This is an optimization exercise on Yosys and OpenROAD, whose aim is small area, not a production implementation.
Only simulation tests tie the RTL to the original design; equivalence was not proved.
Power figures rest on the tool's default switching activity, not on a simulated workload. No driver is modelled on the clock port, so clocking that relies on it looks cheaper here than on a real chip.

==> inputs of 09-14 <==
==> flow/design.v <==
`timescale 1ns/1ns
module sync1InvertPRBS(
	input iClk,
	input iClrn,
	input iValid,
	input[7:0] iData,
	input iPSync,
	input iCheck,
	output logic[7:0] oData
	);
	localparam INITIALBITS = 15'b000000010101001;
	logic[2:0] packCnt;	 
	logic[15:1] prbs;	 
	logic[7:0] serial;
	assign serial = prbs[15:8] ^ prbs[14:7];
	always_comb begin
		if (iPSync)
			oData = (packCnt == 3'b0) ? ~iData : iData;
		else
			oData = serial ^ iData;
	end
	always_ff @(posedge iClk or negedge iClrn) begin
		if (!iClrn)
			packCnt <= 3'b0;
		else if (iValid & ~iCheck & iPSync)
			packCnt <= packCnt + 3'b1;
	end
	always_ff @(posedge iClk) begin
		if (iValid & ~iCheck) begin
			if (iPSync & (packCnt == 3'b0))
				prbs <= INITIALBITS;
			else
				prbs <= {prbs[7:1], serial};
		end
	end
endmodule
`timescale 1ns/1ns
module rsenc(
	input iClk,
	input iValid,
	input iCheck,
	input[7:0] iData,
	output[7:0] oParity
	);
	localparam logic[127:0] G = {8'd59, 8'd13, 8'd104, 8'd189, 8'd68, 8'd209, 8'd30, 8'd8,
		8'd163, 8'd65, 8'd41, 8'd229, 8'd98, 8'd50, 8'd36, 8'd59};
	function automatic logic[7:0] gfmul(input logic[7:0] a, input logic[7:0] k);
		logic[7:0] p, s;
		p = 8'd0;
		s = a;
		for (int i = 0; i < 8; i++) begin
			if (k[i]) p = p ^ s;
			s = {s[6:0], 1'b0} ^ (s[7] ? 8'h1d : 8'h00);
		end
		gfmul = p;
	endfunction
	logic[127:0] rem;	 
	logic[7:0] fb;
	assign fb = iCheck ? 8'd0 : (iData ^ rem[127:120]);
	assign oParity = rem[127:120];
	always_ff @(posedge iClk) begin
		if (iValid) begin
			rem[7:0] <= gfmul(fb, G[7:0]);
			for (int k = 1; k < 16; k++)
				rem[8*k +: 8] <= rem[8*k-8 +: 8] ^ gfmul(fb, G[8*k +: 8]);
		end
	end
endmodule
`timescale 1ns/1ns
module cycleCounter(
	input iClk,
	input iClrn,
	input iEn,
	input iPSync,
	output logic[3:0] oCnt
	);
	always_ff @(posedge iClk or negedge iClrn) begin
		if (!iClrn)
			oCnt <= 4'd0;
		else if (iEn) begin
			if (iPSync)
				oCnt <= 4'd1;
			else if (oCnt == 4'd11)
				oCnt <= 4'd0;
			else
				oCnt <= oCnt + 4'd1;
		end
	end
endmodule
`timescale 1ns/1ns
module interleavor(
	input iClk,
	input iClrn,
	input[7:0] iData,
	input iValid,
	input iPSync,
	output logic[7:0] oData,
	output logic oValid,
	output logic oPSync
	);
	localparam LENGTH = 17;
	localparam INTER_B = 12;
	logic[7:0] d1, d2, d3;
	logic p1, p2, p3;
	logic v1, v2, v3;
	logic[3:0] branch;
	logic[7:0] tail[0:INTER_B-1];
	always_ff @(posedge iClk or negedge iClrn) begin
		if (!iClrn) begin
			v1 <= 1'b0;
			v2 <= 1'b0;
			v3 <= 1'b0;
			oValid <= 1'b0;
		end
		else begin
			v1 <= iValid;
			v2 <= v1;
			v3 <= v2;
			oValid <= v3;
		end
	end
	always_ff @(posedge iClk) begin
		d1 <= iData;
		d2 <= d1;
		d3 <= d2;
		p1 <= iPSync;
		p2 <= p1;
		p3 <= p2;
		oPSync <= p3;
	end
	cycleCounter branch_cnt(.iClk(iClk), .iClrn(iClrn), .iEn(v3), .iPSync(p3), .oCnt(branch));
	assign tail[0] = d3;
	genvar b;
	generate
		for (b = 1; b < INTER_B; b = b + 1) begin : gen_branch
			logic[8*LENGTH*b-1:0] sr;
			always_ff @(posedge iClk)
				if (v3 && branch == b)
					sr <= {sr[8*LENGTH*b-9:0], d3};
			assign tail[b] = sr[8*LENGTH*b-1 -: 8];
		end
	endgenerate
	always_ff @(posedge iClk)
		oData <= (branch < INTER_B) ? tail[branch] : 8'd0;
endmodule
`timescale 1ns/1ns
module dvbcFec(
	iClk, iClrn,
	iValid,
	iData,
	iPSync,
	iCheck,
	oData,
	oPSync,
	oValid);
	input iClk;
	input iClrn;
	input iValid;
	input[7:0] iData;
	input iPSync;
	input iCheck;
	output[7:0] oData;
	output oPSync;
	output oValid;
	logic[7:0] rndData;	 
	logic[7:0] parity;	 
	logic[7:0] coded;
	sync1InvertPRBS prbs_inst(
		.iClk(iClk), .iClrn(iClrn), .iCheck(iCheck),
		.iValid(iValid), .iData(iData), .iPSync(iPSync),
		.oData(rndData));
	rsenc rs_inst(
		.iClk(iClk), .iCheck(iCheck),
		.iData(rndData), .iValid(iValid),
		.oParity(parity));
	assign coded = iCheck ? parity : rndData;
	interleavor interleaver_inst(
		.iClk(iClk), .iClrn(iClrn),
		.iData(coded), .iValid(iValid), .iPSync(iPSync),
		.oData(oData), .oValid(oValid), .oPSync(oPSync));
endmodule
==> flow/flow/run.sh <==
#!/bin/bash
# Standard layout (the standard.sh, unchanged synthesis) with one change:
# clock tree synthesis uses larger sink clusters and no dummy loads, which
# gives far fewer clock buffers for this flip-flop-dominated design.
set -euo pipefail
cd "$(dirname "$0")/.."
export CTS_ARGS="-sink_clustering_enable -repair_clock_nets -dont_use_dummy_load -sink_clustering_size 30 -sink_clustering_max_diameter 80"
bash standard.sh synth > synth.log 2>&1
bash standard.sh floorplan > floorplan.log 2>&1
bash standard.sh place > place.log 2>&1
bash standard.sh cts > cts.log 2>&1
bash standard.sh route > route.log 2>&1
bash standard.sh finish > finish.log 2>&1
==> flow/standard.sh <==
#!/bin/bash
# synth_recipe.tcl (not shown) runs the flow's synth.tcl, then flattens the netlist and writes it again
# the make line also repeats each setting of config.mk as NAME=value (left out here)
make -C /OpenROAD-flow-scripts/flow DESIGN_CONFIG=/design/flow/config.mk WORK_HOME=/design/flow/orfs CLKGATE_MAP_FILE= SYNTH_SCRIPT=/design/flow/synth_recipe.tcl "${@:-finish}"
==> flow/config.mk <==
export PLATFORM = sky130hd
export DESIGN_NAME = dvbcFec
export DESIGN_NICKNAME = dvbcFec
export VERILOG_FILES = /design/flow/design.v
export SDC_FILE = /design/flow/constraint.sdc
export NUM_CORES = 4
export LEC_CHECK = 0
export CAP_MARGIN = 20
export CELL_PAD_IN_SITES_DETAIL_PLACEMENT = 0
export CELL_PAD_IN_SITES_GLOBAL_PLACEMENT = 0
export CORE_MARGIN = 2
export CORE_UTILIZATION = 60
export PLACE_DENSITY = 0.7
export SLEW_MARGIN = 20
export SYNTH_MEMORY_MAX_BITS = 16384
==> flow/constraint.sdc <==
create_clock -name core_clock -period 10.0 [get_ports {iClk}]
set_input_delay 2.0000 -clock core_clock [delete_from_list [all_inputs] [get_ports {iClk}]]
set_output_delay 2.0000 -clock core_clock [all_outputs]
set_load 0.01 [all_outputs]
==> inputs of 04-27, as changes to 09-14 <==
==> flow/design.v, changed modules only <==
module interleavor(
	input iClk,
	input iClrn,
	input[7:0] iData,
	input iValid,
	input iPSync,
	output logic[7:0] oData,
	output logic oValid,
	output logic oPSync
	);
	localparam LENGTH = 17;
	localparam INTER_B = 12;
	logic[7:0] oNext;
	logic[7:0] d1, d2, d3;
	logic p1, p2, p3;
	logic v1, v2, v3;
	logic[3:0] branch2;		 
	logic[INTER_B-1:0] shift;	 
	logic[INTER_B-1:1] hold;	 
	logic[7:0] tail[0:INTER_B-1];
	always_ff @(posedge iClk or negedge iClrn) begin
		if (!iClrn) begin
			v1 <= 1'b0;
			v2 <= 1'b0;
			v3 <= 1'b0;
			oValid <= 1'b0;
		end
		else begin
			v1 <= iValid;
			v2 <= v1;
			v3 <= v2;
			oValid <= v3;
		end
	end
	always_ff @(posedge iClk) begin
		d1 <= iData;
		d2 <= d1;
		d3 <= d2;
		p1 <= iPSync;
		p2 <= p1;
		p3 <= p2;
		oPSync <= p3;
	end
	cycleCounter branch_cnt(.iClk(iClk), .iClrn(iClrn), .iEn(v2), .iPSync(p2), .oCnt(branch2));
	always_ff @(posedge iClk) begin
		for (int i = 0; i < INTER_B; i++)
			shift[i] <= v2 && branch2 == i;
		for (int i = 1; i < INTER_B; i++)
			hold[i] <= !(v2 && branch2 == i);
	end
	assign tail[0] = d3;
	genvar b;
	generate
		for (b = 1; b < INTER_B; b = b + 1) begin : gen_branch
			logic[8*LENGTH*b-1:0] sr;
			always_ff @(posedge iClk)
				sr <= ({sr[8*LENGTH*b-9:0], d3} & {8*LENGTH*b{shift[b]}})
					| (sr & {8*LENGTH*b{hold[b]}});
			assign tail[b] = sr[8*LENGTH*b-1 -: 8];
		end
	endgenerate
	always_comb begin
		oNext = 8'd0;
		for (int i = 0; i < INTER_B; i++)
			oNext = oNext | (tail[i] & {8{shift[i]}});
	end
	always_ff @(posedge iClk)
		oData <= oNext;
endmodule
==> flow/run.sh (new file) <==
#!/bin/bash
# synth_recipe.tcl (not shown) runs the flow's synth.tcl, then flattens the netlist and writes it again
# the make line also repeats each setting of config.mk as NAME=value (left out here)
make -C /OpenROAD-flow-scripts/flow DESIGN_CONFIG=/design/flow/config.mk WORK_HOME=/design/flow/orfs CLKGATE_MAP_FILE= SYNTH_SCRIPT=/design/flow/synth_recipe.tcl finish
--- a/flow/config.mk
+++ b/flow/config.mk
@@ -11,4 +11,6 @@
 export CORE_MARGIN = 2
 export CORE_UTILIZATION = 60
+export CTS_CLUSTER_DIAMETER = 80
+export CTS_CLUSTER_SIZE = 30
 export PLACE_DENSITY = 0.7
 export SLEW_MARGIN = 20
removed: flow/flow/run.sh
removed: flow/standard.sh
==> comparison <==
- In 04-27 the utilization is lower than in 09-14, by 1.4 points.
- Against 04-27, the hold slack of 09-14 is lower by 38 ps.
- Against 04-27, the combinational power of 09-14 is lower by about 26%.
- 04-27 finished with timing, DRC and antenna clean. 09-14 ran to the end with no violations.
- In 09-14 the final area is higher than in 04-27, by 3.3%.
- Of 09-14 and 04-27, 04-27 has the higher clock-buffer cell count (gap 32).
- Register-to-register slack: 09-14 is worse than 04-27 (740 ps).
- Against 04-27, the non-clock buffer count of 09-14 is lower by 61.
==> figures <==
Clk sink count: 09-14 9166; 04-27 9189
Final Non-Filler Cells: 09-14 16.3k; 04-27 25.4k
Cells after DPL: 09-14 16.0k; 04-27 25.0k
Net count after synthesis: 09-14 9741; 04-27 20.7k
Number of fillers in the final layout: 09-14 28.8k; 04-27 35.1k
First-pass GRT wire length: 09-14 480000 um; 04-27 711000 um
Result of the run: 09-14 finished clean; 04-27 finished clean
Min Tclk post-route: 09-14 4790 ps; 04-27 4740 ps
Required time of the worst setup path: 09-14 10620 ps; 04-27 10720 ps
Flip-flop and latch power: 09-14 43.2 mW; 04-27 38.6 mW
Met2 Use GR: 09-14 18.2%; 04-27 28.0%
Cell-internal power: 09-14 50.9 mW; 04-27 47.1 mW
Maximum number of pins on one net before global-route repair: 09-14 243; 04-27 277
Overall power consumption: 09-14 63.5 mW; 04-27 61.5 mW
Worst hold slack: 09-14 301 ps; 04-27 339 ps

==> afterwards: timing with drivers on the ports <==
The flow's constraints put no driver on any port. The routed layouts listed below were extracted and timed again, unchanged, in two steps. Step 1 (the two cells are an assumption about what drives the block):
set clk [get_ports {iClk}]
set_driving_cell -lib_cell sky130_fd_sc_hd__clkbuf_16 $clk
set_driving_cell -lib_cell sky130_fd_sc_hd__buf_2 [delete_from_list [all_inputs] $clk]
Step 2 also shifts input and output timing later by t, the mid clock arrival at the registers, as if the neighbouring blocks saw the same clock. a / b / c = ideal / step 1 / step 2; a / b = the first two.
run | t (ns) | setup WS [ns] | worst setup path at the end | latest minus earliest clock arrival (ns)
09-14 | 1.022 | 5.212 / 5.301 / 4.278 | input to register | 0.115 / 0.115
04-27 | 1.067 | 5.257 / 5.344 / 4.276 | input to register | 0.047 / 0.047
After both steps every run listed still meets setup and hold. The setup slack of 04-27, which loses most, moves by +0.087 ns with the drivers and by -0.981 ns with both steps.
